From an optimization exercise on the open Yosys and OpenROAD flow, aimed at small area and a short achievable clock period; shortcuts taken in it are not production practice. At most, simulation tests tie the RTL to the original design; equivalence was not proved. Power and IR drop assume default switching activity.

== lane 1 ==
// synchronous_fifo
module synchronous_fifo#(parameter FIFO_WIDTH = 32, NO_OF_ELEMENTS = 32, FIFO_DEPTH = $clog2(NO_OF_ELEMENTS))
(	input clk, resetn, w_en, r_en,
	input [FIFO_WIDTH-1:0] d_in,
	output [FIFO_WIDTH-1:0] d_out,
	output full, empty
	);
	localparam N = NO_OF_ELEMENTS;
	reg [FIFO_WIDTH-1:0] d_out_reg;
	reg [FIFO_WIDTH-1:0] mem [N-1:0];
	reg [3:0] w_lo;                  
	reg [N/4-1:0] w_hi;              
	reg [N-1:0] r_sel;               
	reg [N-1:0] r_sel_h;             
	reg [FIFO_DEPTH-1:0] count;      
	reg nfull_i, empty_i;            
	reg full_o, nempty_o;            
	wire wr = w_en & nfull_i;
	wire rd = r_en & ~empty_i;
	wire one_left = (count == 1);
	wire one_free = (count == N-1);
	reg [FIFO_WIDTH-1:0] rdata;
	integer k;
	always @(*) begin
		rdata = 0;
		for (k = 0; k < N; k = k + 1)
			rdata = rdata | (mem[k] & {{(FIFO_WIDTH-FIFO_WIDTH/2){r_sel_h[k]}}, {(FIFO_WIDTH/2){r_sel[k]}}});
	end
	genvar i;
	generate
		for (i = 0; i < N; i = i + 1) begin : g_word
			always @(posedge clk)
				if (wr & w_lo[i % 4] & w_hi[i / 4])
					mem[i] <= d_in;
		end
	endgenerate
	always @(posedge clk or negedge resetn) begin
		if (~resetn) begin
			w_lo <= 1;
			w_hi <= 1;
			r_sel <= 1;
			r_sel_h <= 1;
			count <= 0;
			nfull_i <= 1'b1;
			empty_i <= 1'b1;
			full_o <= 1'b0;
			nempty_o <= 1'b0;
			d_out_reg <= 0;
		end else begin
			if (wr) begin
				w_lo <= {w_lo[2:0], w_lo[3]};
				if (w_lo[3])
					w_hi <= {w_hi[N/4-2:0], w_hi[N/4-1]};
			end
			if (rd) begin
				r_sel <= {r_sel[N-2:0], r_sel[N-1]};
				r_sel_h <= {r_sel_h[N-2:0], r_sel_h[N-1]};
				d_out_reg <= rdata;
			end
			if (wr & ~rd) begin
				count <= count + 1'b1;
				empty_i <= 1'b0;
				nempty_o <= 1'b1;
				nfull_i <= ~one_free;
				full_o <= one_free;
			end else if (rd & ~wr) begin
				count <= count - 1'b1;
				nfull_i <= 1'b1;
				full_o <= 1'b0;
				empty_i <= one_left;
				nempty_o <= ~one_left;
			end
		end
	end
	assign d_out = d_out_reg;
	assign full = full_o;
	assign empty = ~nempty_o;
endmodule
Size: roughly 2400 cells after synthesis, roughly 1100 flip-flops, roughly 70 I/O pins, about 41000 sq um of cells after synthesis.
==> module synchronous_fifo, before the edit <==
module synchronous_fifo#(parameter FIFO_WIDTH = 32, NO_OF_ELEMENTS = 32, FIFO_DEPTH = $clog2(NO_OF_ELEMENTS))
(	input clk, resetn, w_en, r_en,
	input [FIFO_WIDTH-1:0] d_in,
	output [FIFO_WIDTH-1:0] d_out,
	output full, empty
	);
	localparam N = NO_OF_ELEMENTS;
	reg [FIFO_WIDTH-1:0] d_out_reg;
	reg [FIFO_WIDTH-1:0] mem [N-1:0];
	reg [3:0] w_lo;                  
	reg [N/4-1:0] w_hi;              
	reg [N-1:0] r_sel;               
	reg [N-1:0] r_sel_h;             
	reg [FIFO_DEPTH-1:0] count;      
	reg nfull_i, empty_i;            
	reg full_o, nempty_o;            
	wire wr = w_en & nfull_i;
	wire rd = r_en & ~empty_i;
	wire one_left = (count == 1);
	wire one_free = (count == N-1);
	reg [FIFO_WIDTH-1:0] rdata;
	integer k;
	always @(*) begin
		rdata = 0;
		for (k = 0; k < N; k = k + 1)
			rdata = rdata | (mem[k] & {{(FIFO_WIDTH-FIFO_WIDTH/2){r_sel_h[k]}}, {(FIFO_WIDTH/2){r_sel[k]}}});
	end
	genvar i;
	generate
		for (i = 0; i < N; i = i + 1) begin : g_word
			always @(posedge clk)
				if (wr & w_lo[i % 4] & w_hi[i / 4])
					mem[i] <= d_in;
		end
	endgenerate
	always @(posedge clk or negedge resetn) begin
		if (~resetn) begin
			w_lo <= 1;
			w_hi <= 1;
			r_sel <= 1;
			r_sel_h <= 1;
			count <= 0;
			nfull_i <= 1'b1;
			empty_i <= 1'b1;
			full_o <= 1'b0;
			nempty_o <= 1'b0;
			d_out_reg <= 0;
		end else begin
			if (wr) begin
				w_lo <= {w_lo[2:0], w_lo[3]};
				if (w_lo[3])
					w_hi <= {w_hi[N/4-2:0], w_hi[N/4-1]};
			end
			if (rd) begin
				r_sel <= {r_sel[N-2:0], r_sel[N-1]};
				r_sel_h <= {r_sel_h[N-2:0], r_sel_h[N-1]};
				d_out_reg <= rdata;
			end
			if (wr & ~rd) begin
				count <= count + 1'b1;
				empty_i <= 1'b0;
				nempty_o <= 1'b1;
				nfull_i <= ~one_free;
				full_o <= one_free;
			end else if (rd & ~wr) begin
				count <= count - 1'b1;
				nfull_i <= 1'b1;
				full_o <= 1'b0;
				empty_i <= one_left;
				nempty_o <= ~one_left;
			end
		end
	end
	assign d_out = d_out_reg;
	assign full = full_o;
	assign empty = ~nempty_o;
endmodule
export LEC_CHECK = 0
export CAP_MARGIN = 20
export CORE_MARGIN = 2
export CORE_UTILIZATION = 70
export SETUP_SLACK_MARGIN = 1.4
export SLEW_MARGIN = 20
create_clock -name core_clock -period 3.3 [get_ports {clk}]
run.sh (not shown) runs the stock make flow with config.mk's settings and CLKGATE_MAP_FILE= SYNTH_SCRIPT=/design/flow/synth_recipe.tcl, a recipe that flattens the netlist after the stock synthesis.
What lane 2 does differently from lane 1 at the input level:
-- flow/design.v --
<<< lane 1, line 11
	reg [N/4-1:0] w_hi;              
	reg [N-1:0] r_sel;               
	reg [N-1:0] r_sel_h;             
	reg [FIFO_DEPTH-1:0] count;      
	reg nfull_i, empty_i;            
>>> lane 2, line 11
	reg [N/4-1:0] w_hi;              
	reg [N-1:0] r_sel;               
	reg [FIFO_DEPTH-1:0] count;      
	reg nfull_i, empty_i;            
<<< lane 1, line 24
		rdata = 0;
		for (k = 0; k < N; k = k + 1)
			rdata = rdata | (mem[k] & {{(FIFO_WIDTH-FIFO_WIDTH/2){r_sel_h[k]}}, {(FIFO_WIDTH/2){r_sel[k]}}});
	end
	genvar i;
>>> lane 2, line 23
		rdata = 0;
		for (k = 0; k < N; k = k + 1)
			rdata = rdata | (mem[k] & {FIFO_WIDTH{r_sel[k]}});
	end
	genvar i;
<<< lane 1, line 39
			w_hi <= 1;
			r_sel <= 1;
			r_sel_h <= 1;
			count <= 0;
			nfull_i <= 1'b1;
>>> lane 2, line 38
			w_hi <= 1;
			r_sel <= 1;
			count <= 0;
			nfull_i <= 1'b1;
<<< lane 1, line 54
			if (rd) begin
				r_sel <= {r_sel[N-2:0], r_sel[N-1]};
				r_sel_h <= {r_sel_h[N-2:0], r_sel_h[N-1]};
				d_out_reg <= rdata;
			end
>>> lane 2, line 52
			if (rd) begin
				r_sel <= {r_sel[N-2:0], r_sel[N-1]};
				d_out_reg <= rdata;
			end
### Flow results
- Between lane 2 and lane 1, it is lane 2 whose combinational share of power is lower, by 0.4 points.
- Going from lane 1 to lane 2, compound-gate portion of the synthesized area grows by 0.31 points.
- Changes observed in lane 2 relative to lane 1: core utilization saw little to no change, number of global-route vias before repair saw a decrease, post-route fraction of the period consumed by the critical path saw a decrease.
- Comparing lane 2 and lane 1, the lower cell area was measured on lane 2.
- Hold slack improves in lane 2 relative to lane 1.
- On layout overhead on the synthesized area, the lower figure sits with lane 1, not lane 2.
- Critical path's slowest cell = dfrtp_4: lane 2; critical path's slowest cell = a222oi_1: lane 1
- Against lane 1, lane 2 comes in 5.5% lower on total number of vias.
- d_out_reg[3]$_DFFE_PN0P_ as the capture point of the worst path was reported by lane 2, and d_out_reg[6]$_DFFE_PN0P_ by lane 1.
- Comparing lane 2 and lane 1, the higher power density of the placed cells was measured on lane 1.
- [lane 2] achievable frequency rose about 3.6% relative to lane 1
- The aggregate global-route resource usage reported for lane 2 is smaller than that of lane 1 by 2.0 points.
For lane 1, only the layout was checked, not whether the RTL still works.

## separate check: timing with driven ports
In the flow no input, the clock included, has a driving cell. The finished layouts below were timed again as built, in two steps.
Step 1: set_driving_cell puts a clkbuf_16 on clk and a buf_2 on each other input, an assumption about the parent block.
Step 2 also shifts input and output timing later by t, the mid clock arrival at the registers, as if the neighbouring blocks saw the same clock.
Three values: ideal ports, drivers, drivers and shift; two values: the first two.
run	t (ns)	setup slack, ns	hold WS [ns]	cell pins on the clock port's net
lane 1	0.736	1.290 / 1.280 / 0.704	0.007 / -0.019 / 0.480	1
lane 2	0.724	1.361 / 1.301 / 0.726	0.082 / 0.045 / 0.484	1
After both steps setup and hold are still met in every run listed. The setup slack of lane 2, which loses most, moves by -0.060 ns with the drivers and by -0.635 ns with both steps.
